What follows belongs to an exercise in optimizing a design on an open flow for small area; a production flow would make more cautious choices.
Function was checked by simulation only, so behaviour that the tests miss may differ from the original.
Power and IR drop assume default switching activity.

==> flow/design.v <==
`timescale 1ns / 1ps
module tresholding #
(
    parameter ADC_WIDTH = 14
)
(
    input                                   clk,
    input                                   rst,
    input  signed [ADC_WIDTH-1:0]           detail_level,
    input  [31:0]                           gpio_cfg,
    input  [31:0]                           gpio_cfg_2,
    input  [27:0]                           multresult,
    output [ADC_WIDTH-1:0]                  threshold_detail_level,
    output [ADC_WIDTH-1:0]                  median_out,
    output [ADC_WIDTH-1:0]                  threshold_out_dbg,
    output [5:0]                            universal_threshold_constant_level_1,
    output [5:0]                            universal_threshold_constant_level_2,
    output [31:0]                           window_len,
    output                                  window_len_valid,
    output                                  denoise_lvl_1,
    output                                  denoise_lvl_2,
    output                                  reconsruct_lvl_2
);
    wire [16:0] window_size_cfg = gpio_cfg_2[16:0];
    wire        soft_or_hard    = gpio_cfg[31];
    wire        one_time_lock   = gpio_cfg[17];
    wire        release_median  = gpio_cfg[18];
    wire        denoised_en     = gpio_cfg[14];
    assign universal_threshold_constant_level_1 = gpio_cfg[30:25];
    assign universal_threshold_constant_level_2 = gpio_cfg[24:19];
    assign denoise_lvl_1    = gpio_cfg[14];
    assign denoise_lvl_2    = gpio_cfg[15];
    assign reconsruct_lvl_2 = gpio_cfg[16];
    assign window_len       = {15'd0, window_size_cfg};
    assign window_len_valid = 1'b1;
    assign threshold_out_dbg = multresult[17:4];
    wire [13:0] dabs = detail_level[13] ? (14'd0 - detail_level) : detail_level;
    reg  [7:0]  ge;         
    reg         bs_ge;      
    wire [10:0] bs_median_nx;
    reg  [10:0] bs_median;
    always @(posedge clk) begin
        ge[0] <= |dabs[13:3];
        ge[1] <= |dabs[13:4];
        ge[2] <= |dabs[13:5];
        ge[3] <= |dabs[13:6];
        ge[4] <= |dabs[13:7];
        ge[5] <= |dabs[13:8];
        ge[6] <= |dabs[13:9];
        ge[7] <= |dabs[13:10];
        bs_ge <= dabs >= {3'd0, bs_median_nx};
    end
    reg  [16:0] rst_cnt;
    wire        wend = (rst_cnt == 17'd0);
    reg         ms_not_first;
    reg  [4:0]  vpipe;       
    always @(posedge clk) begin
        if (rst)
            rst_cnt <= 17'd0;
        else if (wend | ~denoised_en)
            rst_cnt <= window_size_cfg;
        else
            rst_cnt <= rst_cnt - 17'd1;
    end
    always @(posedge clk) begin
        if (rst) begin
            ms_not_first <= 1'b0;
            vpipe        <= 5'd0;
        end else begin
            ms_not_first <= 1'b1;
            vpipe        <= {vpipe[3:0], ms_not_first & wend};
        end
    end
    reg  [17:0] cnt_all;
    reg  [17:0] cnt_ge [0:7];
    reg  [2:0]  y_all;           
    reg  [1:0]  y_ge [0:7];
    reg  [7:0]  a_or_b;
    reg  [2:0]  ph;              
    reg         cancel;          
    reg  [17:0] run_min;
    reg  [2:0]  run_idx;
    wire        young  = (y_all != 3'd4);
    wire        frozen = (ph == 3'd1) || (ph == 3'd2) || (ph == 3'd3);
    wire        start_long = (ph == 3'd0) & wend & ~young;
    wire        cnt_clr = ~frozen & wend & young;
    wire        cnt_en  = ~frozen & ~wend;
    wire [2:0]  y_all_nx = wend ? 3'd0 : ((y_all == 3'd4) ? 3'd4 : y_all + 3'd1);
    wire [1:0]  y_ge_nx [0:7];
    wire [7:0]  smid;
    wire [7:0]  sa_nx;
    genvar k;
    generate
        for (k = 0; k < 8; k = k + 1) begin : srch
            assign sa_nx[k] = {y_ge[k], 1'b0} >= y_all;
            assign smid[k] = (y_all[1:0] == 2'd2) ? (y_ge[k] == 2'd1) :
                             (y_all[1:0] == 2'd3) ? (y_ge[k] == 2'd1 || y_ge[k] == 2'd2) : 1'b1;
            assign y_ge_nx[k] = wend ? 2'd0 : y_ge[k] + {1'd0, ge[k]};
            always @(posedge clk) begin
                y_ge[k] <= y_ge_nx[k];
                if (ph == 3'd3)
                    cnt_ge[k] <= {16'd0, y_ge_nx[k]};
                else if (cnt_clr)
                    cnt_ge[k] <= 18'd0;
                else
                    cnt_ge[k] <= cnt_ge[k] + {17'd0, ge[k] & cnt_en};
            end
        end
    endgenerate
    always @(posedge clk) begin
        y_all <= y_all_nx;
        if (ph == 3'd3)
            cnt_all <= {15'd0, y_all_nx};
        else if (cnt_clr)
            cnt_all <= 18'd0;
        else
            cnt_all <= cnt_all + {17'd0, cnt_en};
    end
    always @(posedge clk) begin
        if (rst)
            ph <= 3'd0;
        else if (ph == 3'd0)
            ph <= start_long ? 3'd1 : 3'd0;
        else
            ph <= (ph == 3'd4) ? 3'd0 : ph + 3'd1;
    end
    reg  [17:0] lb0, lb1;
    always @(*) begin
        case (ph[1:0])
            2'd0:    begin lb0 = cnt_ge[0]; lb1 = cnt_ge[1]; end
            2'd1:    begin lb0 = cnt_ge[2]; lb1 = cnt_ge[3]; end
            2'd2:    begin lb0 = cnt_ge[4]; lb1 = cnt_ge[5]; end
            default: begin lb0 = cnt_ge[6]; lb1 = cnt_ge[7]; end
        endcase
    end
    wire [19:0] ly0 = {1'b0, lb0, 1'b0} + {2'b11, ~cnt_all};
    wire [19:0] ly1 = {1'b0, lb1, 1'b0} + {2'b11, ~cnt_all};
    wire [19:0] lu0 = ly0 + 20'd1;
    wire [19:0] lu1 = ly1 + 20'd1;
    wire        lw0 = lb0 > cnt_all;
    wire        lw1 = lb1 > cnt_all;
    wire        la0 = lw0 ? (~lu0[19] & lu0[18]) : ~lu0[19];
    wire        la1 = lw1 ? (~lu1[19] & lu1[18]) : ~lu1[19];
    wire [17:0] ld0 = la0 ? lu0[17:0] : ~ly0[17:0];
    wire [17:0] ld1 = la1 ? lu1[17:0] : ~ly1[17:0];
    wire        lc  = ld0 <= ld1;
    wire [17:0] lpd = lc ? ld0 : ld1;
    wire [2:0]  lpi = {ph[1:0], ~lc};
    reg  [17:0] pair_min;
    reg  [2:0]  pair_idx;
    wire        pair_lt = pair_min < run_min;
    always @(posedge clk) begin
        pair_min <= lpd;
        pair_idx <= lpi;
        if ((ph == 3'd1) || pair_lt) begin
            run_min <= pair_min;
            run_idx <= pair_idx;
        end
    end
    wire [17:0] fin_min = pair_lt ? pair_min : run_min;
    wire [2:0]  fin_idx = pair_lt ? pair_idx : run_idx;
    always @(posedge clk) begin
        if (ph == 3'd0)
            cancel <= 1'b0;
        else if (wend)
            cancel <= 1'b1;
    end
    always @(posedge clk) begin
        if (start_long || (frozen && !cancel)) begin
            a_or_b[{ph[1:0], 1'b0}] <= la0;
            a_or_b[{ph[1:0], 1'b1}] <= la1;
        end
        if (wend && young)
            a_or_b <= sa_nx;
    end
    reg  [2:0]  i30;
    always @(*) begin
        casez (smid)
            8'b???????1: i30 = 3'd0;
            8'b??????10: i30 = 3'd1;
            8'b?????100: i30 = 3'd2;
            8'b????1000: i30 = 3'd3;
            8'b???10000: i30 = 3'd4;
            8'b??100000: i30 = 3'd5;
            8'b?1000000: i30 = 3'd6;
            8'b10000000: i30 = 3'd7;
            default:     i30 = 3'd0;
        endcase
    end
    wire        min_le1 = |smid;
    reg  [3:0]  pd1, pd2, pd3, pd4, pd5;
    always @(posedge clk) begin
        pd1 <= {i30, min_le1};
        pd2 <= pd1;
        pd3 <= pd2;
        pd4 <= pd3;
        pd5 <= (ph == 3'd4) ? {fin_idx, fin_min[13:1] == 13'd0} : pd4;
    end
    wire        min_valid = vpipe[4];
    wire [2:0]  min_index = pd5[3:1];
    wire        min_flag  = pd5[0];
    localparam IDLE = 2'd0, CAL1 = 2'd1, CAL2 = 2'd2, CAVG = 2'd3;
    reg  [1:0]  state;
    reg         lock_median;
    reg  [2:0]  sidx;           
    reg         sa;             
    reg         reset_median;
    reg         bs_not_first;
    reg         iter_nz;
    reg  [3:0]  rcode;          
    reg  [10:0] flow;           
    reg  [13:0] bsx;            
    reg         bsa;            
    reg         mm_flag;        
    reg  [13:0] prev_bsd;
    reg  [10:0] med;
    wire        go = min_valid & ~lock_median & (state == IDLE);
    wire [10:0] smi = 11'd8 << sidx;
    wire        reset_bs = (state == CAVG) & ~lock_median;
    wire [10:0] half_rng = (rcode == 4'd0) ? 11'd0 : (11'd1 << (rcode - 4'd1));
    wire [10:0] mid = flow | half_rng;
    assign bs_median_nx = rst ? 11'd0 : (reset_bs ? mid : bs_median);
    always @(posedge clk) begin
        if (rst)
            state <= IDLE;
        else case (state)
            IDLE: if (go) state <= CAL1;
            CAL1: state <= CAL2;
            CAL2: state <= CAVG;
            default: state <= IDLE;
        endcase
    end
    always @(posedge clk) begin
        if (min_valid)
            sidx <= min_index;
        if (go)
            sa <= a_or_b[min_index];
    end
    always @(posedge clk) begin
        if (rst)
            reset_median <= 1'b0;
        else if (min_valid & iter_nz) begin
            if (state == CAL1)
                reset_median <= 1'b0;
            if ((state == IDLE) && (sidx != min_index))
                reset_median <= 1'b1;
        end
    end
    always @(posedge clk) begin
        if (state == CAL1) begin
            if (~reset_median & bs_not_first) begin
                iter_nz <= 1'b1;
                rcode   <= rcode - 4'd1;
                if (bsa)
                    flow <= bs_median;
            end else begin
                iter_nz <= 1'b0;
                rcode   <= {1'b0, sidx} + 4'd2 + {3'd0, sa};
                flow    <= (sa ? 11'd8 : 11'd4) << sidx;
            end
        end
        if (rst)
            iter_nz <= 1'b0;
    end
    always @(posedge clk) begin
        if (rst)
            bs_not_first <= 1'b0;
        else if (state == CAL1)
            bs_not_first <= 1'b1;
    end
    reg  [17:0] bs_big, bs_sml;
    wire        bs_clr = min_valid | reset_bs;
    wire [13:0] bsd = bsa ? bsx : (14'd0 - bsx);
    wire [18:0] bsx_nx = {1'b0, bs_big} - {1'b0, bs_sml};
    wire        bsa_nx = ~bsx_nx[18];
    always @(posedge clk) begin
        if (rst | bs_clr) begin
            bs_big <= 18'd0;
            bs_sml <= 18'd0;
        end else if (bs_ge)
            bs_big <= bs_big + 18'd1;
        else
            bs_sml <= bs_sml + 18'd1;
    end
    always @(posedge clk) begin
        if (go) begin
            bsx     <= bsx_nx[13:0];
            bsa     <= bsa_nx;
            mm_flag <= min_flag;
        end
    end
    always @(posedge clk) begin
        if (state == CAL1) begin
            if (reset_median | ~bs_not_first) begin
                med      <= smi;
                prev_bsd <= {3'd0, smi};
            end
        end
        if (state == CAL2) begin
            if ((iter_nz && bsd == 14'd0) || bsd == 14'd1) begin
                lock_median <= 1'b1;
                med         <= bs_median;
            end else if (mm_flag) begin
                lock_median <= 1'b1;
                med         <= smi;
            end else if (rcode == 4'd0) begin
                lock_median <= 1'b1;
            end else if (iter_nz && !(prev_bsd < bsd)) begin
                med      <= bs_median;
                prev_bsd <= bsd;
            end
        end
        if (rst) begin
            lock_median <= 1'b0;
            med         <= 11'd0;
        end
    end
    always @(posedge clk) begin
        bs_median <= bs_median_nx;
    end
    assign median_out = {3'd0, med};
    wire lock_median_posedge = lock_median & (state == CAVG);
    reg         lock_threshold;
    reg  [13:0] thr_pos;
    always @(posedge clk) begin
        if (rst)
            lock_threshold <= 1'b0;
        else if (lock_median_posedge && one_time_lock)
            lock_threshold <= 1'b1;
        else if (release_median)
            lock_threshold <= 1'b0;
    end
    always @(posedge clk) begin
        if (~lock_threshold)
            thr_pos <= multresult[17:4];
    end
    reg  [13:0] soft_r, hard_r, thr_out;
    wire        dneg = detail_level[13];
    wire [14:0] thr_x = {thr_pos[13], thr_pos} ^ {15{~dneg}};
    wire [14:0] tsum  = {detail_level[13], detail_level} + thr_x + {14'd0, ~dneg};
    wire        tsum_lo0 = (tsum[13:0] == 14'd0);
    wire        p_min = (thr_pos == 14'h2000);
    wire        pass = dneg ? (tsum_lo0 | (tsum[14] & ~p_min)) : ~tsum[14];
    always @(posedge clk) begin
        soft_r  <= pass ? tsum[13:0] : 14'd0;
        hard_r  <= pass ? detail_level : 14'd0;
        thr_out <= soft_or_hard ? soft_r : hard_r;
    end
    assign threshold_detail_level = thr_out;
endmodule
==> flow/flow/run.sh <==
#!/bin/bash
# Layout flow: the standard ORFS flow (standard.sh) with these changes:
#  - synthesis is ORFS's synthesis through synth_recipe.tcl, except that ABC
#    maps with an area-oriented script (flow/area.abc) instead of ORFS's
#    speed script (flow/abc_wrap.tcl swaps the script; registers, their
#    names and cell types are untouched);
#  - the port buffers that global placement inserts are the smallest buffer
#    (buf_1);
#  - clock tree synthesis runs without dummy loads.
# Each tool's full output is kept in standard.log (ORFS keeps its per-step
# logs under orfs/logs).
set -euo pipefail
here=$PWD
cat >> config.mk <<'EOC'
export BUFFER_PORTS_ARGS = -buffer_cell sky130_fd_sc_hd__buf_1
export CTS_ARGS = -sink_clustering_enable -repair_clock_nets -sink_clustering_size 30 -sink_clustering_max_diameter 100 -dont_use_dummy_load
EOC
cat flow/abc_wrap.tcl synth_recipe.tcl > area_synth.tcl
export FLOW_ABC_SCRIPT=$here/flow/area.abc
sed "s#SYNTH_SCRIPT=[^ ]*synth_recipe.tcl#SYNTH_SCRIPT=$here/area_synth.tcl#" standard.sh > area_standard.sh
grep -q "SYNTH_SCRIPT=$here/area_synth.tcl" area_standard.sh
bash area_standard.sh > standard.log 2>&1
==> flow/flow/abc_wrap.tcl <==
# Map with an area-oriented ABC script instead of ORFS's speed script.
proc abc {args} {
  set i [lsearch -exact $args -script]
  if { $i >= 0 } { lset args [expr { $i + 1 }] $::env(FLOW_ABC_SCRIPT) }
  yosys abc {*}$args
}
==> flow/flow/area.abc <==
strash
dc2
dc2
dc2
dc2
dc2
dch -f
&get -n
&nf -a -R 1000
&put
==> flow/standard.sh <==
#!/bin/bash
# synth_recipe.tcl (not shown) runs the flow's synth.tcl, then flattens the netlist and writes it again
# the make line also repeats each setting of config.mk as NAME=value (left out here)
make -C /OpenROAD-flow-scripts/flow DESIGN_CONFIG=/design/flow/config.mk WORK_HOME=/design/flow/orfs CLKGATE_MAP_FILE= SYNTH_SCRIPT=/design/flow/synth_recipe.tcl "${@:-finish}"
==> flow/config.mk <==
export PLATFORM = sky130hd
export DESIGN_NAME = tresholding
export DESIGN_NICKNAME = tresholding
export VERILOG_FILES = /design/flow/design.v
export SDC_FILE = /design/flow/constraint.sdc
export NUM_CORES = 4
export LEC_CHECK = 0
export CAP_MARGIN = 0
export CORE_MARGIN = 2
export CORE_UTILIZATION = 60
export PLACE_DENSITY = 0.75
export SETUP_SLACK_MARGIN = 0.15
export SLEW_MARGIN = 0
export BUFFER_PORTS_ARGS = -buffer_cell sky130_fd_sc_hd__buf_1
export CTS_ARGS = -sink_clustering_enable -repair_clock_nets -sink_clustering_size 30 -sink_clustering_max_diameter 100 -dont_use_dummy_load
==> flow/constraint.sdc <==
create_clock -name core_clock -period 8.0 [get_ports {clk}]
set_input_delay 1.6000 -clock core_clock [delete_from_list [all_inputs] [get_ports {clk}]]
set_output_delay 1.6000 -clock core_clock [all_outputs]
set_load 0.01 [all_outputs]
==> reports/results.txt, run 1 <==
Most frequent cell after synthesis -> dfxtp_1
DR top layer -> met4
Worst path max stage delay -> 420 ps
ANT nets after route -> 0
Maximum vdd drop -> 0.000505 V
Mean Syn Cell Area -> 9.22 sq um
Synth top cells by count -> 379 x dfxtp_1, 311 x a21oi_1, 240 x ha_1
Final HPWL DP -> 42.0 mm
Initial antenna violation count -> 0
Starting Density -> 0.612
CP Max Fanout -> 12
Std-Cell Rows -> 73
Crit end category -> flip-flop
Outcome -> no timing/DRC/antenna violations
Max-slew violations -> 0
P&R area growth vs syn -> 7.23%
M1 WL -> 24.9 mm
Die Area -> 0.0423 sq mm
R2R depth -> 41
Sink Count -> 457
Largest net degree at the start of global routing -> 85
Max_slew headroom -> 0.177
Highest clock rate -> 136 MHz
DR WL met3 -> 2.56 mm
Critical Path RT -> 8420 ps
Tot Pwr -> 10.7 mW
Inserted Clock Buffers -> 19
Die Ht -> 206 um
Synth area leader -> dfxtp_1
Fraction of layout cells with a size suffix above 1 -> 0.0437
Syn Inst Count -> 2649
RSZ-0062 raised after global routing -> false
CP Launch Point -> ph[1]$_SDFF_PP0_
Fill cells -> 3253
Core Area -> 0.0399 sq mm
Most frequent CP cell -> a21oi_2
Post-Syn Area -> 0.0244 sq mm
Setup-failing EPs final -> 0
Placed instance count -> 3258
RR Startpoint -> ph[1]$_SDFF_PP0_
FF-to-FF setup slack -> 660 ps
CP Data Arrival Time -> 7760 ps
Worst hold path type -> reg -> reg
Io pins -> 198
Final wirelength -> 55.7 mm
Multi-input gate area -> 0.0138 sq mm
Final worst-path cycle share -> 0.917
Root Buffer -> clkbuf_16
Ys async rst share -> 0
Leakage power total -> 10.6 nW
Top-area cell type share of the netlist area -> 0.311
Measured slew at the worst slew-check pin -> 1220 ps
Post-route DRC violation count -> 0
CTS tree -> built
Worst-path clk slew -> 110 ps
Synth cell types -> 54
Cts hold-fix bufs -> 0
Total track usage -> 0.259
Reg2reg end -> pair_min[4]$_DFF_P_
Tmin final -> 7340 ps
Drt wl/cell -> 16.9 um
Number of buffers added on ports -> 107
First-pass GRT wire length -> 90.6 mm
Critical Path Start Type -> flip-flop
Most used DFF post-synth -> dfxtp_1
Vias in the first global route -> 18684
Final Hold Fails -> 0
Pwr dens -> 410 mW/mm^2
Top cells by area, synth -> dfxtp_1 31%, ha_1 12%, edfxtp_1 9.6%, a21oi_1 6.4%, xnor2_1 4.2%
Drt first pass iters -> 10
Max-cap check violation count -> 0
DRT iter0 DRCs -> 1343
Sequential area share after synthesis -> 0.406
Final std cells w/o fill -> 3294
Grt ovf -> 0
Routed wl met2 -> 26.8 mm
Worst hold path depth -> 0
Hold Path Origin -> pd3[0]$_DFF_P_
Clock skew -> 63.3 ps
WS Path Type -> reg -> reg
Worst setup path endpoint -> pair_min[4]$_DFF_P_
Via-to-Cell Ratio -> 6.02
Crit-path slowest cell -> dfxtp_4
Skew-Pair Late Insertion Delay -> 570 ps
Yosys warning total -> 3
Gpl congestion -> 0.896
Die Wd -> 206 um
Post-synth EDFFs -> 78
Routed vias -> 19845
Setup Total Neg Slack -> 0 ps
Clock Tree Buf Depth -> 3
Yosys reg bits -> 457
Reg area -> 0.00993 sq mm
# diodes -> 0
Nets@finish -> 3123
H-tree depth -> 1
[metrics by stage]
stage	worst slack [ps]	hold WS [ps]	cell area [sq um]	utilization
detailed placement	50.3	312	25400	0.636
CTS	161	326	25900	0.648
finish	660	330	26200	0.656
floorplan	211	310	24600	-
global route	96.6	335	26200	0.656
global placement	169	311	25400	0.636
[sequential cells by signal, summed over array words and instances, names as in the netlist, 5 cells and up]
signal	flops
prev_bsd	14
flow	11
bs_sml	18
a_or_b	8
y_ge	16
bsx	14
ge	8
bs_big	18
med	11
cnt_all	18
pair_min	18
thr_out	14
run_min	18
soft_r	14
bs_median	11
rst_cnt	17
hard_r	14
vpipe	5
thr_pos	14
cnt_ge	144
[final cells by class]
class | instances | share of cell area
Timing Repair Buffer | 149 | 0.0294
Sequential cell | 457 | 0.379
Inverter | 156 | 0.0225
Clock buffer | 19 | 0.0182
Tap cell | 525 | 0.0251
Multi-Input combinational cell | 1988 | 0.526
[cell families after synthesis]
kind of cell | after synthesis | synth area share
compound gates | 653 | 0.164
xor+xnor | 178 | 0.0638
fa+ha+maj | 244 | 0.126
buf+inv | 221 | 0.0439
flops | 457 | 0.406
mux | 29 | 0.0137
other cells | 2 | 0.000307
simple gates | 865 | 0.182
[report_power, final]
group	switching [mW]	internal, mW	total [mW]
Combinational	3.54	2.75	6.29
Sequential	0.381	2.94	3.32
Clock	0.687	0.431	1.12
Total	4.61	6.12	10.7
[critical path, delay by kind of cell, from the launching register on]
kind	cells	cell delay, ps
AO/OA/AOI/OAI	27	4230
adder cells (fa/ha/maj)	4	1150
AND/OR/NAND/NOR	5	590
XOR/XNOR	3	520
flip-flops	1	420
buffers and inverters	2	300
[worst min path at each step]
stage,to,slack (ps)
after floorplan,pd2[0]$_DFF_P_,310
after global placement,pd4[1]$_DFF_P_,310
after detailed placement,pd4[0]$_DFF_P_,310
after CTS,pd4[0]$_DFF_P_,330
after global routing,pd4[0]$_DFF_P_,340
final,pd4[0]$_DFF_P_,330
[what timing repair did]
| item | CTS | global route |
|---|---|---|
| setup buffers | 0 | 14 |
| gates cloned | 0 | 3 |
| setup endpoints to repair | 18 | 18 |
| gates resized for setup | 8 | 51 |
| pin swaps | 0 | 18 |
[layer usage]
layer	GRT usage	vias to the layer above
met5	0	-
met3	0.0323	93
li1	-	9847
met2	0.452	429
met4	0.0645	0
met1	0.341	9476
[placed cells by master (no fill, tap or decap), drive strengths merged, types with 78 or more instances in the layout]
master / netlist / final
edfxtp: 78 / 78
and3: 149 / 149
dfxtp: 379 / 379
nor3: 173 / 173
clkinv: 156 / 152
xnor2: 117 / 117
o21ai: 105 / 105
nand2: 144 / 144
ha: 240 / 240
a21oi: 311 / 311
buf: 65 / 146
nor2: 168 / 168
==> run 2, diff against run 1 <==
==> flow/config.mk (replaced) <==
export PLATFORM = sky130hd
export DESIGN_NAME = tresholding
export DESIGN_NICKNAME = tresholding
export VERILOG_FILES = /design/flow/design.v
export SDC_FILE = /design/flow/constraint.sdc
export NUM_CORES = 4
export LEC_CHECK = 0
export CAP_MARGIN = 20
export CORE_MARGIN = 2
export CORE_UTILIZATION = 70
export PLACE_DENSITY = 0.85
export SETUP_SLACK_MARGIN = 0.15
export SLEW_MARGIN = 20
export BUFFER_PORTS_ARGS = -buffer_cell sky130_fd_sc_hd__buf_1
export CTS_ARGS = -sink_clustering_enable -repair_clock_nets -sink_clustering_size 30 -sink_clustering_max_diameter 100 -dont_use_dummy_load
==> run 2 against run 1 <==
Compared with the run above:
- still clean
- worst setup slack worse by 280 ps
- non-clock buffer count is 14 higher
- core utilization is 11 points higher
==> reports/results.txt, run 2 <==
Pre-CTS WS -> -133 ps
Inserted Clock Buffers -> 20
Post-synthesis compound-gate area fraction -> 0.163
Final wirelength -> 57.1 mm
Drt wl/cell -> 17.6 um
Setup-failing EPs final -> 0
Simple-gate share of the synthesized area -> 0.182
Post-route DRC violation count -> 0
M1 WL -> 23.6 mm
Post-Synth XOR/XNOR Area -> 0.0638
Most frequent cells in the layout -> 377 x dfxtp_1, 278 x a21oi_1, 235 x ha_1
Number of buffers added on ports -> 107
Vias in the first global route -> 19311
Tot Pwr -> 11.3 mW
Largest family of logic cells by synthesized area -> simple AND/OR/NAND/NOR gates
Most used DFF post-synth -> dfxtp_1
Sequential area share after synthesis -> 0.406
Post-Syn Area -> 0.0244 sq mm
Max-slew violations -> 0
Starting Density -> 0.709
CP Data Arrival Time -> 8020 ps
Yosys reg bits -> 457
Measured slew at the worst slew-check pin -> 1240 ps
Grt ovf -> 0
Skew-Pair Late Insertion Delay -> 560 ps
Final worst-path cycle share -> 0.952
Nets@finish -> 3139
Final std cells w/o fill -> 3240
Max-cap check violation count -> 0
Via-to-Cell Ratio -> 6.34
DR top layer -> met5
Final Hold Fails -> 0
Mean Syn Cell Area -> 9.22 sq um
Highest clock rate -> 131 MHz
Post-synth EDFFs -> 78
P&R area growth vs syn -> 7.76%
Clock Tree Buf Depth -> 3
ANT nets after route -> 0
Crit end category -> flip-flop
Die Area -> 0.0364 sq mm
Leakage power total -> 10.7 nW
Initial antenna violation count -> 1
Number of flip-flops in the largest register -> 144
Fraction of layout cells with a size suffix above 1 -> 0.0564
Die Wd -> 191 um
First-pass GRT wire length -> 90.7 mm
Max_slew headroom -> 0.168
Placed inst area -> 0.0253 sq mm
# diodes -> 0
Synth top cells by count -> 379 x dfxtp_1, 311 x a21oi_1, 240 x ha_1
Maximum vdd drop -> 0.000769 V
Top reg by flops -> cnt_ge
Most frequent cell after synthesis -> dfxtp_1
Root Buffer -> clkbuf_16
Gpl congestion -> 0.931
Worst hold path type -> reg -> reg
Syn Inst Count -> 2649
Drt first pass iters -> 6
WS Path Type -> reg -> reg
Sink Count -> 457
Final HPWL DP -> 41.4 mm
DRT iter0 DRCs -> 1506
Top cells by area, synth -> dfxtp_1 31%, ha_1 12%, edfxtp_1 9.6%, a21oi_1 6.4%, xnor2_1 4.2%
Clock skew -> 52.6 ps
Hold WS -> 339 ps
Critical Path RT -> 8400 ps
CTS tree -> built
Std-Cell Rows -> 68
H-tree depth -> 1
R2R depth -> 41
Most frequent CP cell -> a21oi_2
Worst path max stage delay -> 430 ps
Yosys warning total -> 3
Ys async rst share -> 0
Die Ht -> 191 um
Synth area leader -> dfxtp_1
Total track usage -> 0.300
Routed vias -> 20539
Synth cell types -> 54
Pwr dens -> 429 mW/mm^2
Tmin final -> 7620 ps
Design Area, Final -> 0.0263 sq mm
Critical Path Start Type -> flip-flop
Synth Area in Adders -> 0.126
CP Max Fanout -> 16
Io pins -> 198
DR WL met3 -> 3.08 mm
Final setup margin -> 383 ps
Worst hold path depth -> 0
Top-area cell type share of the netlist area -> 0.311
Core Area -> 0.0345 sq mm
Post-synthesis mux area share -> 0.0137
Worst-path clk slew -> 110 ps
Most common cell after layout, fill and taps aside -> dfxtp_1
Routed wl met2 -> 28.7 mm
Crit-path slowest cell -> a222oi_1
Placed instance count -> 3188
Largest net degree at the start of global routing -> 66
Outcome -> no timing/DRC/antenna violations
[run 2: cell types whose count changed in the layout (fill, tap and decap cells not counted), moves of 2 or more]
cell and change:
a21oi_1 -5, a21oi_2 +5, buf_4 +12, buf_6 +5
nor2_1 -3, nor2_2 +2, xnor2_1 -5, xnor2_2 +5
xor2_1 -2, xor2_2 +2
[run 2: path summary, 6_finish.rpt]
path               startpoint             endpoint  slack, ps
max          ph[1]$_SDFF_PP0_  pair_min[3]$_DFF_P_        380
min            pd3[1]$_DFF_P_       pd4[1]$_DFF_P_        340
max reg2reg  ph[1]$_SDFF_PP0_  pair_min[3]$_DFF_P_        380
min reg2reg    pd3[1]$_DFF_P_       pd4[1]$_DFF_P_        340
[run 2: cell type report]
class                   count  area (sq um)
clock buffers              20           500
flip-flops and latches    457          9930
well taps                 455           569
multi-input cells        1989         13900
repair buffers            163           847
inverters                 156           591
fillers                  2442          8140
[run 2: per-stage QoR]
stage                     TNS [ps]   util
after detailed placement     -1700  0.733
after global placement           0  0.733
after global routing         -1290  0.764
after CTS                        0  0.750
after floorplan                  0      -
final                            0  0.764
[run 2: critical path: cells and delay by family (launching register included)]
kind / cells / cell delay, ps
compound gates: 27 / 4430
flops: 1 / 360
simple gates: 5 / 710
xor+xnor: 3 / 490
buf+inv: 3 / 580
fa+ha+maj: 3 / 880
[run 2: what timing repair did]
action	CTS	global route
setup endpoints to repair	18	18
resized for setup	14	71
pin swaps	5	38
buffers inserted	5	23
cloned	0	4
hold buffers	0	0
[run 2: where the power goes]
part	switching, mW	internal [mW]
logic	3.83	2.98
clock network	0.692	0.452
registers	0.385	2.94
[run 2: cells by family (layout without fill, tap and decap cells)]
family,count (synthesis),count (layout)
simple gates,865,866
flops,457,457
buf+inv,221,339
other cells,2,19
fa+ha+maj,244,244
compound gates,653,653
xor+xnor,178,178
mux,29,29
[run 2: layer usage]
| layer | track usage | up-vias |
|---|---|---|
| li1 | - | 9896 |
| met1 | 0.370 | 9824 |
| met2 | 0.547 | 668 |
| met3 | 0.0353 | 149 |
| met4 | 0.0891 | 2 |
| met5 | 0 | - |
==> run 3, diff against run 2 <==
--- a/flow/design.v
+++ b/flow/design.v
@@ -209,8 +209,6 @@
     reg         iter_nz;
     reg  [3:0]  rcode;          
     reg  [10:0] flow;           
-    reg  [13:0] bsx;            
-    reg         bsa;            
     reg         mm_flag;        
     reg  [13:0] prev_bsd;
     reg  [10:0] med;
@@ -269,25 +267,25 @@
             bs_not_first <= 1'b1;
     end
     reg  [17:0] bs_big, bs_sml;
-    wire        bs_clr = min_valid | reset_bs;
-    wire [13:0] bsd = bsa ? bsx : (14'd0 - bsx);
-    wire [18:0] bsx_nx = {1'b0, bs_big} - {1'b0, bs_sml};
-    wire        bsa_nx = ~bsx_nx[18];
+    wire        bs_hold = go | (state == CAL1) | (state == CAL2);
+    wire        bs_clr  = (min_valid | reset_bs) & ~bs_hold;
+    wire [18:0] bsx = {1'b0, bs_big} - {1'b0, bs_sml};
+    wire        bsa = ~bsx[18];
+    wire [13:0] bsd = bsa ? bsx[13:0] : (14'd0 - bsx[13:0]);
     always @(posedge clk) begin
         if (rst | bs_clr) begin
             bs_big <= 18'd0;
             bs_sml <= 18'd0;
-        end else if (bs_ge)
-            bs_big <= bs_big + 18'd1;
-        else
-            bs_sml <= bs_sml + 18'd1;
+        end else if (!bs_hold) begin
+            if (bs_ge)
+                bs_big <= bs_big + 18'd1;
+            else
+                bs_sml <= bs_sml + 18'd1;
+        end
     end
     always @(posedge clk) begin
-        if (go) begin
-            bsx     <= bsx_nx[13:0];
-            bsa     <= bsa_nx;
+        if (go)
             mm_flag <= min_flag;
-        end
     end
     always @(posedge clk) begin
         if (state == CAL1) begin
==> flow/config.mk (replaced) <==
export PLATFORM = sky130hd
export DESIGN_NAME = tresholding
export DESIGN_NICKNAME = tresholding
export VERILOG_FILES = /design/flow/design.v
export SDC_FILE = /design/flow/constraint.sdc
export NUM_CORES = 4
export LEC_CHECK = 0
export CAP_MARGIN = 0
export CORE_MARGIN = 2
export CORE_UTILIZATION = 60
export PLACE_DENSITY = 0.75
export SETUP_SLACK_MARGIN = 0.15
export SLEW_MARGIN = 0
export BUFFER_PORTS_ARGS = -buffer_cell sky130_fd_sc_hd__buf_1
export CTS_ARGS = -sink_clustering_enable -repair_clock_nets -sink_clustering_size 30 -sink_clustering_max_diameter 100 -dont_use_dummy_load
==> run 3 against run 2 <==
Compared with the run above:
- critical path depth is the same
- via count is 5.3% lower
- clock skew grew 26 ps
- flip-flop and latch count is 15 lower
- sequential power is 4% lower
- synthesized area shrank 1.8%
- global-route usage fell by 5.0 points
- wire length is 5.5% lower
- non-clock buffer count is 7 lower
- first-iteration DRC count is 9.7% lower
- worst setup slack improved by 35 ps
- critical path type unchanged
- largest cell class unchanged
- highest routed layer is now met4
==> reports/results.txt, run 3 <==
Top reg by flops -> cnt_ge
Yosys reg bits -> 442
Most used DFF post-synth -> dfxtp_1
Worst path max stage delay -> 420 ps
Max-cap check violation count -> 0
Highest clock rate -> 132 MHz
Sw Ratio -> 0.426
Outcome -> no timing/DRC/antenna violations
CP Data Arrival Time -> 8000 ps
H-tree depth -> 1
Sink Count -> 442
Final setup margin -> 418 ps
Root Buffer -> clkbuf_16
Setup Total Neg Slack -> 0 ps
Clock skew -> 78.2 ps
WS Path Type -> reg -> reg
Max-slew violations -> 0
Max_slew headroom -> 0.226
Clock power share -> 0.110
R2R depth -> 41
Reg2reg end -> pair_min[7]$_DFF_P_
Post-Syn Area -> 0.0240 sq mm
ANT nets after route -> 0
Syn Inst Count -> 2619
P_sw -> 4.24 mW
Top-area cell type share of the netlist area -> 0.316
FF-to-FF setup slack -> 420 ps
Final HPWL DP -> 40.4 mm
Most frequent cell after synthesis -> dfxtp_1
Std-Cell Rows -> 73
Setup-failing EPs final -> 0
Synth top cells by count -> 379 x dfxtp_1, 292 x a21oi_1, 239 x ha_1
Starting Density -> 0.606
Die Ht -> 204 um
Maximum vdd drop -> 0.000264 V
Reg power frac -> 0.321
Critical Path Start Type -> flip-flop
RR Startpoint -> ph[1]$_SDFF_PP0_
Design Area, Final -> 0.0259 sq mm
Post-route DRC violation count -> 0
Number of flip-flops in the largest register -> 144
Grt ovf -> 0
Critical Path RT -> 8410 ps
Top cells by area, synth -> dfxtp_1 32%, ha_1 12%, edfxtp_1 7.9%, a21oi_1 6.1%, xnor2_1 4.4%
Initial antenna violation count -> 0
Number of buffers added on ports -> 107
Final Hold Fails -> 0
Gpl congestion -> 0.878
Combinational share of power -> 0.569
P&R area growth vs syn -> 7.95%
Crit-path slowest cell -> a222oi_1
Drt first pass iters -> 6
Most frequent CP cell -> a21oi_2
First-pass GRT wire length -> 86.9 mm
Nets@finish -> 3100
Multi-input gate area -> 0.0139 sq mm
Leakage power total -> 10.6 nW
Post-synth EDFFs -> 63
Measured slew at the worst slew-check pin -> 1160 ps
Worst hold path type -> reg -> reg
Reg area -> 0.00948 sq mm
Tot Pwr -> 9.95 mW
Final std cells w/o fill -> 3272
Inserted Clock Buffers -> 19
Worst-path clk slew -> 110 ps
Fill cells -> 3220
Total track usage -> 0.250
Worst setup path endpoint -> pair_min[7]$_DFF_P_
Placed instance count -> 3238
Hold WS -> 341 ps
Fraction of layout cells with a size suffix above 1 -> 0.0506
Cell-internal power -> 5.71 mW
Clock Tree Buf Depth -> 3
Final worst-path cycle share -> 0.948
Synth area leader -> dfxtp_1
Pre-CTS WS -> -57.6 ps
Die Area -> 0.0416 sq mm
Pwr dens -> 384 mW/mm^2
RSZ-0062 raised after global routing -> true
Skew-Pair Late Insertion Delay -> 560 ps
CP Launch Point -> ph[1]$_SDFF_PP0_
Crit end category -> flip-flop
Ys async rst share -> 0
Routed vias -> 19460
Tmin final -> 7580 ps
Io pins -> 198
Most frequent cells in the layout -> 378 x dfxtp_1, 264 x a21oi_1, 233 x ha_1
Yosys warning total -> 3
# diodes -> 0
Synth cell types -> 59
Most common cell after layout, fill and taps aside -> dfxtp_1
Die Wd -> 204 um
DRT iter0 DRCs -> 1360
Sequential area share after synthesis -> 0.395
CTS tree -> built
Final core occ -> 0.654
Vias in the first global route -> 18576
Final wirelength -> 54.0 mm
Via-to-Cell Ratio -> 5.95
Largest net degree at the start of global routing -> 129
CP Max Fanout -> 8
Drt wl/cell -> 16.5 um
Placed inst area -> 0.0250 sq mm
Mean Syn Cell Area -> 9.16 sq um
Core Area -> 0.0395 sq mm
## run 3: logic make-up after synthesis
group | after synthesis | share of synthesized area
muxes | 35 | 0.0165
DFF | 442 | 0.395
and+or+nand+nor | 873 | 0.188
buffers and inverters | 211 | 0.0432
other | 2 | 0.000313
xor gates and xnor gates | 180 | 0.0657
adders and majority gates | 243 | 0.128
AOI/OAI and AO/OA | 633 | 0.163
## run 3: cell type report
| class | instances | share of cell area |
|---|---|---|
| clock buffers | 19 | 0.0184 |
| inverters | 146 | 0.0214 |
| multi-input cells | 1984 | 0.537 |
| flip-flops and latches | 442 | 0.366 |
| well taps | 525 | 0.0254 |
| repair buffers | 156 | 0.0319 |
## run 3: worst min-delay path by stage
stage                                 start        endpoint  slack, ps  cells past startpoint
after floorplan              pd1[0]$_DFF_P_  pd2[0]$_DFF_P_        310                      0
after global placement    pd1[2]$_SDFF_PN0_  pd2[2]$_DFF_P_        310                      0
after detailed placement     pd2[0]$_DFF_P_  pd3[0]$_DFF_P_        310                      0
after CTS                    pd3[0]$_DFF_P_  pd4[0]$_DFF_P_        340                      0
after global routing      pd1[2]$_SDFF_PN0_  pd2[2]$_DFF_P_        350                      0
final                        pd3[0]$_DFF_P_  pd4[0]$_DFF_P_        340                      0
## run 3: critical path, delay by kind of cell (launching register included)
kind            cells  cell delay, ps
compound gates     27            4280
buf+inv             3             470
fa+ha+maj           4            1150
xor+xnor            3             730
flops               1             350
simple gates        4             480
## run 3: power groups by stage
stage	clock, mW	combinational [mW]	sequential, mW
floorplan	0	3.89	3.15
global placement	0	4.86	3.21
detailed placement	0	5.10	3.24
CTS	1.12	5.15	3.19
global route	1.19	6.30	3.26
finish	1.09	5.66	3.20
## run 3: timing repair
item	4_1_cts	5_1_grt
hold endpoints to repair	0	0
hold buffers	0	0
gates cloned	0	4
gates resized for setup	9	77
pin swaps	0	28
setup buffers	0	11
endpoints found under the setup margin	18	43
## run 3: routing by layer
| metal | track usage | part of all wire | vias up |
|---|---|---|---|
| met5 | 0 | 0 | - |
| met4 | 0.0592 | 0.022 | 0 |
| met3 | 0.0305 | 0.045 | 71 |
| met2 | 0.425 | 0.47 | 428 |
| met1 | 0.339 | 0.46 | 9207 |
| li1 | - | - | 9754 |
==> run 4, diff against run 3 <==
--- a/flow/flow/run.sh
+++ b/flow/flow/run.sh
@@ -2,8 +2,10 @@
 # Layout flow: the standard ORFS flow (standard.sh) with these changes:
 #  - synthesis is ORFS's synthesis through synth_recipe.tcl, except that ABC
 #    maps with an area-oriented script (flow/area.abc) instead of ORFS's
-#    speed script (flow/abc_wrap.tcl swaps the script; registers, their
-#    names and cell types are untouched);
+#    speed script (flow/abc_wrap.tcl swaps the script), and adders are left
+#    to ABC instead of being mapped to the library's adder cells
+#    (ADDER_MAP_FILE empty); registers, their names and cell types are
+#    untouched;
 #  - the port buffers that global placement inserts are the smallest buffer
 #    (buf_1);
 #  - clock tree synthesis runs without dummy loads.
@@ -12,6 +14,7 @@
 set -euo pipefail
 here=$PWD
 cat >> config.mk <<'EOC'
+export ADDER_MAP_FILE =
 export BUFFER_PORTS_ARGS = -buffer_cell sky130_fd_sc_hd__buf_1
 export CTS_ARGS = -sink_clustering_enable -repair_clock_nets -sink_clustering_size 30 -sink_clustering_max_diameter 100 -dont_use_dummy_load
 EOC
--- a/flow/config.mk
+++ b/flow/config.mk
@@ -11,5 +11,6 @@
 export PLACE_DENSITY = 0.75
 export SETUP_SLACK_MARGIN = 0.15
 export SLEW_MARGIN = 0
+export ADDER_MAP_FILE =
 export BUFFER_PORTS_ARGS = -buffer_cell sky130_fd_sc_hd__buf_1
 export CTS_ARGS = -sink_clustering_enable -repair_clock_nets -sink_clustering_size 30 -sink_clustering_max_diameter 100 -dont_use_dummy_load
==> run 4 against run 3 <==
Compared with the run above:
- still clean
- critical path depth rose by 1
- final cell count fell by 4.8%
- fmax fell by 2.9%
- clock-buffer cell count did not move
- flip-flop and latch count did not move
- clock power barely moved
- register-to-register slack got worse by 220 ps
- first-iteration DRC count fell by 0.74%
- worst hold slack got worse by 5.6 ps
- via count fell by 5.4%
- synthesized area fell by 9.3%
- worst setup slack got worse by 220 ps
- critical endpoint is now pair_min[9]$_DFF_P_
==> reports/results.txt, run 4 <==
Top reg by flops -> cnt_ge
Sequential area share after synthesis -> 0.436
Cell-internal power -> 7.17 mW
Leakage power total -> 8.99 nW
Grt ovf -> 0
Post-Syn Area -> 0.0217 sq mm
Max_slew headroom -> 0.181
Reg2reg end -> pair_min[9]$_DFF_P_
Drt first pass iters -> 25
Yosys reg bits -> 442
Pwr dens -> 521 mW/mm^2
Worst Hold End -> pd2[0]$_DFF_P_
Fraction of layout cells with a size suffix above 1 -> 0.0723
Routed wl met2 -> 23.9 mm
Die Ht -> 194 um
RR Startpoint -> ph[1]$_SDFF_PP0_
Most common cell after layout, fill and taps aside -> dfxtp_1
Most frequent CP cell -> buf_4
Crit end category -> flip-flop
Top-area cell type share of the netlist area -> 0.349
M1 WL -> 22.0 mm
Maximum vdd drop -> 0.000669 V
Measured slew at the worst slew-check pin -> 1210 ps
Initial antenna violation count -> 0
Outcome -> no timing/DRC/antenna violations
Synth area leader -> dfxtp_1
Skew-Pair Late Insertion Delay -> 560 ps
Worst-path clk slew -> 110 ps
Synth top cells by count -> 379 x dfxtp_1, 284 x nor2_1, 260 x a21oi_1
Synth cell types -> 66
WS Path Type -> reg -> reg
CP Max Fanout -> 7
H-tree depth -> 1
Fill cells -> 2985
Final HPWL DP -> 35.7 mm
Inserted Clock Buffers -> 19
Via-to-Cell Ratio -> 5.91
Final Hold Fails -> 0
Worst hold path type -> reg -> reg
Gpl congestion -> 0.881
Final wirelength -> 49.8 mm
Clock Tree Buf Depth -> 3
P&R area growth vs syn -> 9.68%
Final std cells w/o fill -> 3116
Final setup margin -> 193 ps
DR WL met3 -> 2.84 mm
# diodes -> 0
Starting Density -> 0.610
Drt wl/cell -> 16.0 um
CP Data Arrival Time -> 8250 ps
Routed vias -> 18414
Highest clock rate -> 128 MHz
Io pins -> 198
Setup-failing EPs final -> 0
RSZ-0062 raised after global routing -> true
Yosys warning total -> 3
Number of buffers added on ports -> 107
Top cells by area, synth -> dfxtp_1 35%, edfxtp_1 8.7%, a21oi_1 6.0%, xnor2_1 5.9%, nor2_1 4.9%
Max-slew violations -> 0
Post-route DRC violation count -> 0
Root Buffer -> clkbuf_16
Placed instance count -> 3053
Clock power share -> 0.088
Tot Pwr -> 12.4 mW
Reg power frac -> 0.262
DR top layer -> met4
CTS tree -> built
Max-cap check violation count -> 0
Total track usage -> 0.255
Syn Inst Count -> 2495
Nets@finish -> 2765
Number of flip-flops in the largest register -> 144
Combinational share of power -> 0.650
Final worst-path cycle share -> 0.976
Pre-CTS WS -> -49.6 ps
Worst hold path depth -> 0
P_sw -> 5.25 mW
Most used DFF post-synth -> dfxtp_1
Critical Path Start Type -> flip-flop
Most frequent cells in the layout -> 377 x dfxtp_1, 279 x nor2_1, 250 x a21oi_1
Worst path max stage delay -> 590 ps
Critical Path RT -> 8450 ps
Vias in the first global route -> 17177
R2R depth -> 42
Sink Count -> 442
Std-Cell Rows -> 69
Post-synth EDFFs -> 63
Crit-path slowest cell -> mux4_2
Mean Syn Cell Area -> 8.72 sq um
First-pass GRT wire length -> 81.5 mm
Die Area -> 0.0378 sq mm
Largest net degree at the start of global routing -> 80
Ys async rst share -> 0
FF-to-FF setup slack -> 190 ps
Die Wd -> 194 um
Core Area -> 0.0357 sq mm
Clock skew -> 62.5 ps
ANT nets after route -> 0
Hold Path Origin -> pd1[0]$_DFF_P_
DRT iter0 DRCs -> 1350
Sw Ratio -> 0.423
Most frequent cell after synthesis -> dfxtp_1
Tmin final -> 7810 ps
run 4: final cells by class:
class	count	area, sq um	share of cell area
well taps	461	577	0.0242
flip-flops and latches	442	9480	0.398
clock buffers	19	475	0.0199
inverters	93	350	0.0147
repair buffers	189	1110	0.0466
multi-input cells	1912	11900	0.497
run 4: worst max-delay path, delay by kind of cell, from the launching register on:
family                     cells  cell delay [ps]
adders and majority gates      7             2300
and+or+nand+nor                8              900
DFF                            1              450
AOI/OAI and AO/OA             12             1600
muxes                          2              790
buffers and inverters         11             1340
xor gates and xnor gates       2              350
run 4: how the worst max path moves through the flow:
stage / startpoint / end / slack [ps] / depth (start not counted)
CTS: ph[1]$_SDFF_PP0_ / pair_min[9]$_DFF_P_ / 160 / 41
floorplan: ph[1]$_SDFF_PP0_ / pair_min[14]$_DFF_P_ / 180 / 39
global route: ph[1]$_SDFF_PP0_ / pair_min[8]$_DFF_P_ / -180 / 42
global placement: ph[1]$_SDFF_PP0_ / pair_min[5]$_DFF_P_ / 200 / 40
detailed placement: ph[1]$_SDFF_PP0_ / pair_min[14]$_DFF_P_ / -50 / 40
finish: ph[1]$_SDFF_PP0_ / pair_min[9]$_DFF_P_ / 190 / 42
run 4: power by group through the flow:
stage | Combinational [mW] | Sequential, mW | Clock (mW)
after floorplan | 4.52 | 3.20 | 0
after global placement | 5.63 | 3.26 | 0
after detailed placement | 5.81 | 3.29 | 0
after CTS | 6.97 | 3.24 | 1.13
after global routing | 8.73 | 3.32 | 1.21
final | 8.07 | 3.25 | 1.10
run 4: cell families (layout without fill, tap and decap cells):
family,Yosys count,count (layout),synth area share
compound gates,678,678,0.192
xor+xnor,213,213,0.0870
fa+ha+maj,20,20,0.00921
buf+inv,158,301,0.0385
flops,442,442,0.436
mux,49,49,0.0296
other cells,2,19,0.000345
simple gates,933,933,0.207
run 4: metal layers:
metal,track usage,vias to the layer above
met3,0.0335,64
met5,0,-
met4,0.0707,0
li1,-,9172
met2,0.440,467
met1,0.335,8711
run 4: what timing repair did:
action	4_1_cts	5_1_grt
hold endpoints to repair	0	0
resized for setup	15	60
pin swaps	20	33
hold buffers	0	0
buffers inserted	21	20
cloned	2	1
endpoints found under the setup margin	18	18
run 4: stage by stage:
step / setup TNS [ps] / utilization / hold slack (ps) / instance area, sq um
after floorplan: 0 / - / 310 / 21900
after global placement: 0 / 0.637 / 311 / 22700
after detailed placement: -176 / 0.637 / 312 / 22700
after CTS: 0 / 0.658 / 338 / 23500
after global routing: -1970 / 0.669 / 342 / 23900
final: 0 / 0.669 / 336 / 23900
==> run 5, diff against run 4 <==
==> flow/flow/area.abc (replaced) <==
strash
dc2
dc2
dc2
dc2
dc2
dch -f
&get -n
&nf -a -R 1000
&put
topo
stime -c
upsize -c
dnsize -c
==> run 5 against run 4 <==
Compared with the run above:
- fmax shrank 0.37%
- sequential power about the same
- die area grew 0.38%
- total power rose by 1.9%
- worst setup slack worse by 29 ps
- synthesized cell count is the same
- combinational power increased by 3.0%
- via count is essentially flat
- flip-flop and latch count is the same
- largest cell class unchanged
- largest power group unchanged
- highest routed layer unchanged
==> reports/results.txt, run 5 <==
Outcome -> no timing/DRC/antenna violations
RSZ-0062 raised after global routing -> true
Skew-Pair Late Insertion Delay -> 560 ps
Yosys warning total -> 3
Cell-internal power -> 7.33 mW
Critical Path RT -> 8420 ps
CTS tree -> built
Number of buffers added on ports -> 107
Clock Tree Buf Depth -> 3
Leakage power total -> 9.03 nW
ANT nets after route -> 0
Post-Syn Area -> 0.0218 sq mm
Total track usage -> 0.254
H-tree depth -> 1
Drt first pass iters -> 9
Drt wl/cell -> 15.8 um
Highest clock rate -> 128 MHz
CP Data Arrival Time -> 8260 ps
DR WL met3 -> 2.34 mm
First-pass GRT wire length -> 81.9 mm
Most common cell after layout, fill and taps aside -> dfxtp_1
Sw Ratio -> 0.421
Sequential area share after synthesis -> 0.434
Clock skew -> 68.2 ps
Final Hold Fails -> 0
Top-area cell type share of the netlist area -> 0.348
Most frequent cell after synthesis -> dfxtp_1
Via-to-Cell Ratio -> 5.91
Pwr dens -> 529 mW/mm^2
Final wirelength -> 49.4 mm
Max-cap check violation count -> 0
Combinational share of power -> 0.657
Mean Syn Cell Area -> 8.75 sq um
Io pins -> 198
Gpl congestion -> 0.885
P&R area growth vs syn -> 9.68%
Synth top cells by count -> 379 x dfxtp_1, 283 x nor2_1, 258 x a21oi_1
CP Max Fanout -> 6
Worst path max stage delay -> 570 ps
Final HPWL DP -> 35.3 mm
Tmin final -> 7840 ps
DRT iter0 DRCs -> 1504
Setup-failing EPs final -> 0
Number of flip-flops in the largest register -> 144
Routed vias -> 18428
Post-route DRC violation count -> 0
# diodes -> 0
Synth cell types -> 77
Top cells by area, synth -> dfxtp_1 35%, edfxtp_1 8.7%, a21oi_1 5.9%, xnor2_1 5.9%, nor2_1 4.9%
Worst-path clk slew -> 110 ps
Final core occ -> 0.670
Max_slew headroom -> 0.113
Nets@finish -> 2767
Synth area leader -> dfxtp_1
Max-slew violations -> 0
Measured slew at the worst slew-check pin -> 1310 ps
Die Ht -> 195 um
WS Path Type -> reg -> reg
Grt ovf -> 0
Most used DFF post-synth -> dfxtp_1
Ys async rst share -> 0
Most frequent cells in the layout -> 377 x dfxtp_1, 278 x nor2_1, 247 x a21oi_1
Inserted Clock Buffers -> 19
Initial antenna violation count -> 0
Syn Inst Count -> 2495
Maximum vdd drop -> 0.000707 V
Top reg by flops -> cnt_ge
Clock power share -> 0.086
Post-synth EDFFs -> 63
Most frequent CP cell -> maj3_2
Vias in the first global route -> 17208
Die Area -> 0.0379 sq mm
Worst hold path type -> reg -> reg
Fill cells -> 2978
Largest net degree at the start of global routing -> 163
Die Wd -> 195 um
Starting Density -> 0.611
Root Buffer -> clkbuf_16
Core Area -> 0.0357 sq mm
Std-Cell Rows -> 69
Tot Pwr -> 12.7 mW
Final worst-path cycle share -> 0.980
P_sw -> 5.33 mW
Crit-path slowest cell -> mux4_2
M1 WL -> 22.4 mm
Cell family with most CP delay -> compound AO/OA/AOI/OAI gates
Sink Count -> 442
Buf/Inv on CP -> 4
Crit end category -> flip-flop
Yosys reg bits -> 442
DR top layer -> met4
Fraction of layout cells with a size suffix above 1 -> 0.0779
Reg power frac -> 0.257
Routed wl met2 -> 23.5 mm
Critical Path Start Type -> flip-flop
Cts hold-fix bufs -> 0
==> run 5: cell count changes after synthesis, sizes merged <==
cell | previous run | this run
nor2b | 49 | 48
and2b | 0 | 1
clkinv | 93 | 92
inv | 0 | 1
==> run 5: final cells by class <==
type / instances / area [sq um] / area share
clock buffer: 19 / 475 / 0.0199
inverter: 93 / 349 / 0.0146
multi-input combinational: 1912 / 11900 / 0.497
sequential: 442 / 9480 / 0.396
tap: 461 / 577 / 0.0241
timing repair buffer: 191 / 1150 / 0.0481
==> run 5: metrics by stage <==
stage	cell area, sq um	hold slack [ps]	setup slack (ps)	setup TNS [ps]	instances
5_1_grt	23900	344	-140	-1640	3118
3_5_place_dp	22700	312	120	0	3052
6_report	23900	337	164	0	3118
4_1_cts	23500	335	153	0	3100
3_3_place_gp	22700	311	296	0	3052
2_1_floorplan	21900	310	173	0	2512
==> run 5: power groups by stage <==
stage	combinational, mW	sequential [mW]	clock, mW
2_1_floorplan	4.58	3.20	0
3_3_place_gp	5.72	3.26	0
3_5_place_dp	5.88	3.29	0
4_1_cts	7.16	3.24	1.12
5_1_grt	9.02	3.32	1.19
6_report	8.31	3.25	1.09
==> run 5: cells by family after synthesis <==
group	after synthesis	share of synthesized area
AOI/OAI and AO/OA	678	0.193
xor gates and xnor gates	213	0.0867
adders and majority gates	20	0.00969
buffers and inverters	158	0.0383
DFF	442	0.434
muxes	49	0.0295
other	2	0.000344
and+or+nand+nor	933	0.208
==> run 5: layer usage <==
| layer | track usage | vias to the layer above |
|---|---|---|
| met5 | 0 | - |
| met4 | 0.0622 | 0 |
| met3 | 0.0253 | 82 |
| met2 | 0.435 | 423 |
| met1 | 0.346 | 8699 |
| li1 | - | 9224 |
==> run 5: repair_timing <==
item | CTS | global route
setup buffers | 27 | 17
resized for setup | 17 | 66
pin swaps | 14 | 36
cloned | 2 | 1
hold endpoints to repair | 0 | 0
setup endpoints to repair | 17 | 18
==> run 5: path summary, 6_finish.rpt <==
check / start / endpoint / slack [ps] / cells past startpoint
setup / recovery: ph[1]$_SDFF_PP0_ / pair_min[10]$_DFF_P_ / 160 / 39
setup reg to reg: ph[1]$_SDFF_PP0_ / pair_min[10]$_DFF_P_ / 160 / 39
hold reg to reg: pd3[3]$_DFF_P_ / pd4[3]$_DFF_P_ / 340 / 0
hold / removal: pd3[3]$_DFF_P_ / pd4[3]$_DFF_P_ / 340 / 0
==> run 6, diff against run 5 <==
==> flow/flow/area.abc (replaced) <==
strash
&get -n
&deepsyn -T 60
&put
dch -f
&get -n
&nf -a -R 1000
&put
==> run 6 against run 5 <==
Compared with the run above:
- now fails the layout checks on setup timing
- first-iteration DRC count shrank 31%
- die area decreased by 3.6%
- critical endpoint is now pair_min[12]$_DFF_P_
- combinational power shrank 27%
- worst hold slack improved by 0.89 ps
- sequential power down 1%
- critical path depth up 17
- synthesized cell count shrank 6.9%
- via count is 3.7% lower
- sequential share of layout area up 0.39 points
- highest routed layer unchanged
- flip-flop and latch count did not move
==> reports/results.txt, run 6 <==
Largest net degree at the start of global routing -> 83
Final worst-path cycle share -> 1.01
Max_slew headroom -> 0.186
Starting Density -> 0.609
Worst hold path type -> reg -> reg
Critical Path Start Type -> flip-flop
Cts hold-fix bufs -> 0
Gpl congestion -> 0.878
Synth cell types -> 60
Most used DFF post-synth -> dfxtp_1
Top cells by area, synth -> dfxtp_1 36%, edfxtp_1 9.0%, xnor2_1 5.3%, a21oi_1 4.6%, nor2_1 4.2%
Crit end category -> flip-flop
P_sw -> 4.28 mW
Total track usage -> 0.265
Worst path max stage delay -> 420 ps
Reg power frac -> 0.310
Yosys warning total -> 3
Clock power share -> 0.104
R2R depth -> 56
Yosys reg bits -> 442
Critical Path RT -> 8450 ps
Cell-internal power -> 6.10 mW
CP Max Fanout -> 8
Final Hold Fails -> 0
Sw Ratio -> 0.412
Tot Pwr -> 10.4 mW
Core Area -> 0.0345 sq mm
Skew-Pair Late Insertion Delay -> 550 ps
Grt ovf -> 0
CP Data Arrival Time -> 8560 ps
Routed vias -> 17746
Final HPWL DP -> 34.4 mm
Post-synth EDFFs -> 63
Layout Check Fails -> setup timing
Vias in the first global route -> 16360
Final std cells w/o fill -> 3000
Drt first pass iters -> 5
Top-area cell type share of the netlist area -> 0.361
Root Buffer -> clkbuf_16
Ys async rst share -> 0
Mean Syn Cell Area -> 9.05 sq um
Setup-failing EPs final -> 16
Leakage power total -> 8.94 nW
Sink Count -> 442
Inserted Clock Buffers -> 19
Post-route DRC violation count -> 0
Sequential area share after synthesis -> 0.451
RSZ-0062 raised after global routing -> true
Initial antenna violation count -> 0
Post-Syn Area -> 0.0210 sq mm
Highest clock rate -> 123 MHz
Top reg by flops -> cnt_ge
Clock skew -> 32.7 ps
Die Area -> 0.0365 sq mm
Measured slew at the worst slew-check pin -> 1220 ps
Die Ht -> 191 um
P&R area growth vs syn -> 12.9%
Nets@finish -> 2655
DRT iter0 DRCs -> 1045
Synth area leader -> dfxtp_1
Clock Tree Buf Depth -> 3
Final setup margin -> -111 ps
Placed instance count -> 2892
WS Path Type -> reg -> reg
Synth top cells by count -> 379 x dfxtp_1, 233 x nor2_1, 193 x a21oi_1
Std-Cell Rows -> 68
Most frequent cell after synthesis -> dfxtp_1
Worst-path clk slew -> 110 ps
CTS tree -> built
Io pins -> 198
# diodes -> 0
Fill cells -> 2757
Maximum vdd drop -> 0.000542 V
H-tree depth -> 1
Via-to-Cell Ratio -> 5.92
Most frequent cells in the layout -> 374 x dfxtp_1, 224 x nor2_1, 180 x a21oi_1
Most frequent CP cell -> buf_4
First-pass GRT wire length -> 79.8 mm
Pwr dens -> 437 mW/mm^2
Final wirelength -> 50.6 mm
ANT nets after route -> 0
Outcome -> finished with violations
Die Wd -> 191 um
Max-slew violations -> 0
Tmin final -> 8110 ps
Fraction of layout cells with a size suffix above 1 -> 0.106
Drt wl/cell -> 16.9 um
Combinational share of power -> 0.586
Number of buffers added on ports -> 107
Syn Inst Count -> 2323
Most common cell after layout, fill and taps aside -> dfxtp_1
Final core occ -> 0.687
Worst hold path depth -> 0
Max-cap check violation count -> 0
Crit-path slowest cell -> dfxtp_4
Number of flip-flops in the largest register -> 144
run 6: cell count changes after synthesis, sizes merged, moves of 21 or more:
cell / change
a21oi: -67
a221oi: +26
a22o: +21
and2: +23
maj3: +24
nand2: -28
nor2: -51
o21ai: -24
run 6: cell families (layout without fill, tap and decap cells):
| kind of cell | after synthesis | count (layout) | share of synthesized area |
|---|---|---|---|
| xor gates and xnor gates | 198 | 198 | 0.0825 |
| and+or+nand+nor | 824 | 824 | 0.193 |
| buffers and inverters | 140 | 344 | 0.0366 |
| other | 2 | 19 | 0.000357 |
| DFF | 442 | 442 | 0.451 |
| adders and majority gates | 44 | 44 | 0.0210 |
| muxes | 37 | 37 | 0.0198 |
| AOI/OAI and AO/OA | 636 | 637 | 0.196 |
run 6: per-stage QoR:
| step | hold slack [ps] | TNS (ps) | cell area [sq um] | setup WS, ps |
|---|---|---|---|---|
| after floorplan | 310 | 0 | 21300 | 167 |
| after global placement | 312 | 0 | 22200 | 12.3 |
| after detailed placement | 312 | -639 | 22200 | -76.2 |
| after CTS | 337 | 0 | 23300 | 65.2 |
| after global routing | 343 | -4880 | 23700 | -326 |
| final | 337 | -1490 | 23700 | -111 |
run 6: timing repair:
action                                  4_1_cts  5_1_grt
endpoints found under the setup margin       34       47
pin swaps                                    24       42
hold endpoints to repair                      0        0
buffers inserted                             63       23
gates resized for setup                      22       87
gates cloned                                  3        0
run 6: power groups by stage:
stage                     Combinational, mW  Sequential (mW)  Clock [mW]
after floorplan                        3.73             3.15           0
after CTS                              5.38             3.19        1.11
after detailed placement               4.72             3.24           0
after global routing                   6.64             3.28        1.18
after global placement                 4.63             3.21           0
final                                  6.08             3.21        1.08
run 6: layout make-up:
| cell class | count | area [sq um] | area share |
|---|---|---|---|
| clock buffer | 19 | 475 | 0.0200 |
| inverter | 75 | 294 | 0.0124 |
| multi-input combinational | 1759 | 11300 | 0.477 |
| sequential | 442 | 9490 | 0.400 |
| tap | 455 | 569 | 0.0240 |
| timing repair buffer | 249 | 1580 | 0.0665 |
| timing repair inverter | 1 | 6.26 | 0.000264 |
run 6: path summary, 6_finish.rpt:
path,startpoint,end,slack (ps)
worst min-delay path,pd1[1]$_SDFF_PN0_,pd2[1]$_DFF_P_,340
worst max-delay path,ph[0]$_SDFF_PP0_,pair_min[12]$_DFF_P_,-110
worst min register to register,pd1[1]$_SDFF_PN0_,pd2[1]$_DFF_P_,340
worst max register to register,ph[0]$_SDFF_PP0_,pair_min[12]$_DFF_P_,-110
run 6: worst max-delay path, delay by kind of cell (launching register included):
| kind | cells | cell delay (ps) |
|---|---|---|
| AO/OA/AOI/OAI | 7 | 1320 |
| XOR/XNOR | 1 | 120 |
| buffers and inverters | 42 | 5210 |
| flip-flops | 1 | 420 |
| multiplexers | 1 | 180 |
| AND/OR/NAND/NOR | 5 | 740 |
run 6: per-layer routing:
metal	track usage	routed length (um)	vias to the layer above
li1	-	-	8799
met1	0.347	22300	8374
met2	0.469	24700	486
met3	0.0253	2340	87
met4	0.0683	1330	0
met5	0	0	-
==> run 7, diff against run 6 <==
==> flow/flow/area.abc (replaced) <==
strash
dc2
dc2
dc2
dc2
dc2
dch -f
&get -n
&nf -a -R 1000
&put
--- a/flow/config.mk
+++ b/flow/config.mk
@@ -9,7 +9,7 @@
 export CORE_MARGIN = 2
 export CORE_UTILIZATION = 60
 export PLACE_DENSITY = 0.75
-export SETUP_SLACK_MARGIN = 0.15
+export SETUP_SLACK_MARGIN = 0.4
 export SLEW_MARGIN = 0
 export ADDER_MAP_FILE =
 export BUFFER_PORTS_ARGS = -buffer_cell sky130_fd_sc_hd__buf_1
==> run 7 against run 6 <==
Compared with the run above:
- now clean on timing, DRC and antenna
- worst hold slack got worse by 1.4 ps
- sequential share of layout area is 0.88 points lower
- cell area is 2.2% higher
- critical endpoint is now pair_min[5]$_DFF_P_
- highest routed layer unchanged
==> reports/results.txt, run 7 <==
Top cells by area, synth -> dfxtp_1 35%, edfxtp_1 8.7%, a21oi_1 6.0%, xnor2_1 5.9%, nor2_1 4.9%
Drt wl/cell -> 16.2 um
FF-to-FF setup slack -> 330 ps
Critical Path RT -> 8450 ps
Most used DFF post-synth -> dfxtp_1
Yosys warning total -> 3
Nets@finish -> 2797
Crit end category -> flip-flop
Clock Tree Buf Depth -> 3
Syn Inst Count -> 2495
Inserted Clock Buffers -> 19
Fraction of layout cells with a size suffix above 1 -> 0.0897
RSZ-0062 raised after global routing -> true
First-pass GRT wire length -> 82.5 mm
Worst hold path type -> reg -> reg
Skew-Pair Late Insertion Delay -> 560 ps
Sequential area share after synthesis -> 0.436
Placed inst area -> 0.0227 sq mm
Largest net degree at the start of global routing -> 99
R2R depth -> 39
Largest family of logic cells by synthesized area -> simple AND/OR/NAND/NOR gates
Top reg by flops -> cnt_ge
Final Hold Fails -> 0
ANT nets after route -> 0
Number of flip-flops in the largest register -> 144
# diodes -> 0
Outcome -> no timing/DRC/antenna violations
Post-Synth XOR/XNOR Area -> 0.0870
WS Path Type -> reg -> reg
P&R area growth vs syn -> 11.5%
Root Buffer -> clkbuf_16
Pre-CTS WS -> 77.1 ps
Std-Cell Rows -> 69
Most frequent cell after synthesis -> dfxtp_1
Synth top cells by count -> 379 x dfxtp_1, 284 x nor2_1, 260 x a21oi_1
CP Data Arrival Time -> 8120 ps
CTS tree -> built
Tmin final -> 7670 ps
Most frequent cells in the layout -> 377 x dfxtp_1, 277 x nor2_1, 247 x a21oi_1
Sink Count -> 442
Initial antenna violation count -> 0
Core Area -> 0.0357 sq mm
DR top layer -> met4
Routed wl met2 -> 24.9 mm
Number of buffers added on ports -> 107
WP depth -> 39
Post-Syn Area -> 0.0217 sq mm
Setup-failing EPs final -> 0
Drt first pass iters -> 24
Post-synthesis mux area share -> 0.0296
DRT iter0 DRCs -> 1314
Max_slew headroom -> 0.150
Most frequent CP cell -> maj3_2
Top-area cell type share of the netlist area -> 0.349
Mean Syn Cell Area -> 8.72 sq um
Final core occ -> 0.680
CP Max Fanout -> 7
DR WL met3 -> 2.35 mm
Post-synth EDFFs -> 63
Vias in the first global route -> 17189
Most common cell after layout, fill and taps aside -> dfxtp_1
Synth Area in Adders -> 0.00921
Synth cell types -> 66
Routed vias -> 18448
Post-route DRC violation count -> 0
Measured slew at the worst slew-check pin -> 1270 ps
Maximum vdd drop -> 0.000736 V
Max-cap check violation count -> 0
Grt ovf -> 0
Synth area leader -> dfxtp_1
Tot Pwr -> 13.4 mW
Worst path max stage delay -> 560 ps
Ys async rst share -> 0
Gpl congestion -> 0.875
Die Area -> 0.0378 sq mm
Via-to-Cell Ratio -> 5.86
Simple-gate share of the synthesized area -> 0.207
Total track usage -> 0.258
Design Area, Final -> 0.0242 sq mm
Post-synthesis compound-gate area fraction -> 0.192
Io pins -> 198
Crit-path slowest cell -> mux4_2
Clock skew -> 48.4 ps
Critical Path Start Type -> flip-flop
Pwr dens -> 553 mW/mm^2
Final worst-path cycle share -> 0.958
Worst hold path depth -> 0
Leakage power total -> 9.19 nW
Final setup margin -> 334 ps
M1 WL -> 22.9 mm
Die Ht -> 194 um
Starting Density -> 0.610
Die Wd -> 194 um
Max-slew violations -> 0
Final wirelength -> 51.1 mm
Final HPWL DP -> 35.8 mm
Worst-path clk slew -> 110 ps
Buf/Inv on CP -> 6
Highest clock rate -> 130 MHz
Cell family with most CP delay -> adder cells
Yosys reg bits -> 442
H-tree depth -> 1
run 7: cell types whose count changed after synthesis, moves of 16 or more:
cell and delta:
a222oi_1 +18, o21ai_0 +24, clkinv_1 +18, a22oi_1 -16
xnor2_1 +20, nor2_1 +51, maj3_1 -24, nand2b_1 +16
a22o_1 -21, a21oi_1 +67, nand2_1 +28, and2_0 -23
a221oi_1 -26
run 7: final cells by class:
class | count | area, sq um
inverters | 93 | 352
repair buffers | 221 | 1370
multi-input cells | 1912 | 12000
flip-flops and latches | 442 | 9480
well taps | 461 | 577
fillers | 2907 | 11400
clock buffers | 19 | 475
run 7: cell families (layout without fill, tap and decap cells):
logic type,Yosys count,in the layout
muxes,49,49
AOI/OAI and AO/OA,678,678
xor gates and xnor gates,213,213
and+or+nand+nor,933,933
buffers and inverters,158,333
DFF,442,442
adders and majority gates,20,20
other,2,19
run 7: timing repair:
| action | in CTS | in global routing |
|---|---|---|
| pin swaps | 35 | 38 |
| hold buffers | 0 | 0 |
| buffers inserted | 67 | 16 |
| gates cloned | 3 | 0 |
| gates resized for setup | 37 | 62 |
| setup endpoints to repair | 18 | 18 |
run 7: metrics by stage:
| stage | hold WS [ps] | TNS [ps] | instances |
|---|---|---|---|
| 6_report | 336 | 0 | 3148 |
| 2_1_floorplan | 310 | 0 | 2512 |
| 4_1_cts | 337 | 0 | 3132 |
| 3_5_place_dp | 312 | 0 | 3043 |
| 5_1_grt | 342 | -928 | 3148 |
| 3_3_place_gp | 314 | 0 | 3043 |
run 7: final timing paths:
kind / start / end
worst min-delay path: pd2[0]$_DFF_P_ / pd3[0]$_DFF_P_
worst min register to register: pd2[0]$_DFF_P_ / pd3[0]$_DFF_P_
worst max register to register: ph[1]$_SDFF_PP0_ / pair_min[5]$_DFF_P_
worst max-delay path: ph[1]$_SDFF_PP0_ / pair_min[5]$_DFF_P_
run 7: report_power, final:
part | total [mW] | switching, mW | internal [mW]
combinational | 9.05 | 4.62 | 4.43
clock | 1.10 | 0.669 | 0.431
sequential | 3.27 | 0.406 | 2.86
run 7: per-layer routing:
layer	track usage	vias up
li1	-	9263
met1	0.347	8696
met2	0.453	424
met3	0.0246	65
met4	0.0573	0
met5	0	-
run 7: worst reg2reg max path, delay by kind of cell (launching register included):
| family | cells | cell delay, ps |
|---|---|---|
| and+or+nand+nor | 9 | 1130 |
| AOI/OAI and AO/OA | 13 | 1770 |
| DFF | 1 | 420 |
| adders and majority gates | 7 | 2270 |
| buffers and inverters | 6 | 680 |
| muxes | 2 | 790 |
| xor gates and xnor gates | 2 | 510 |
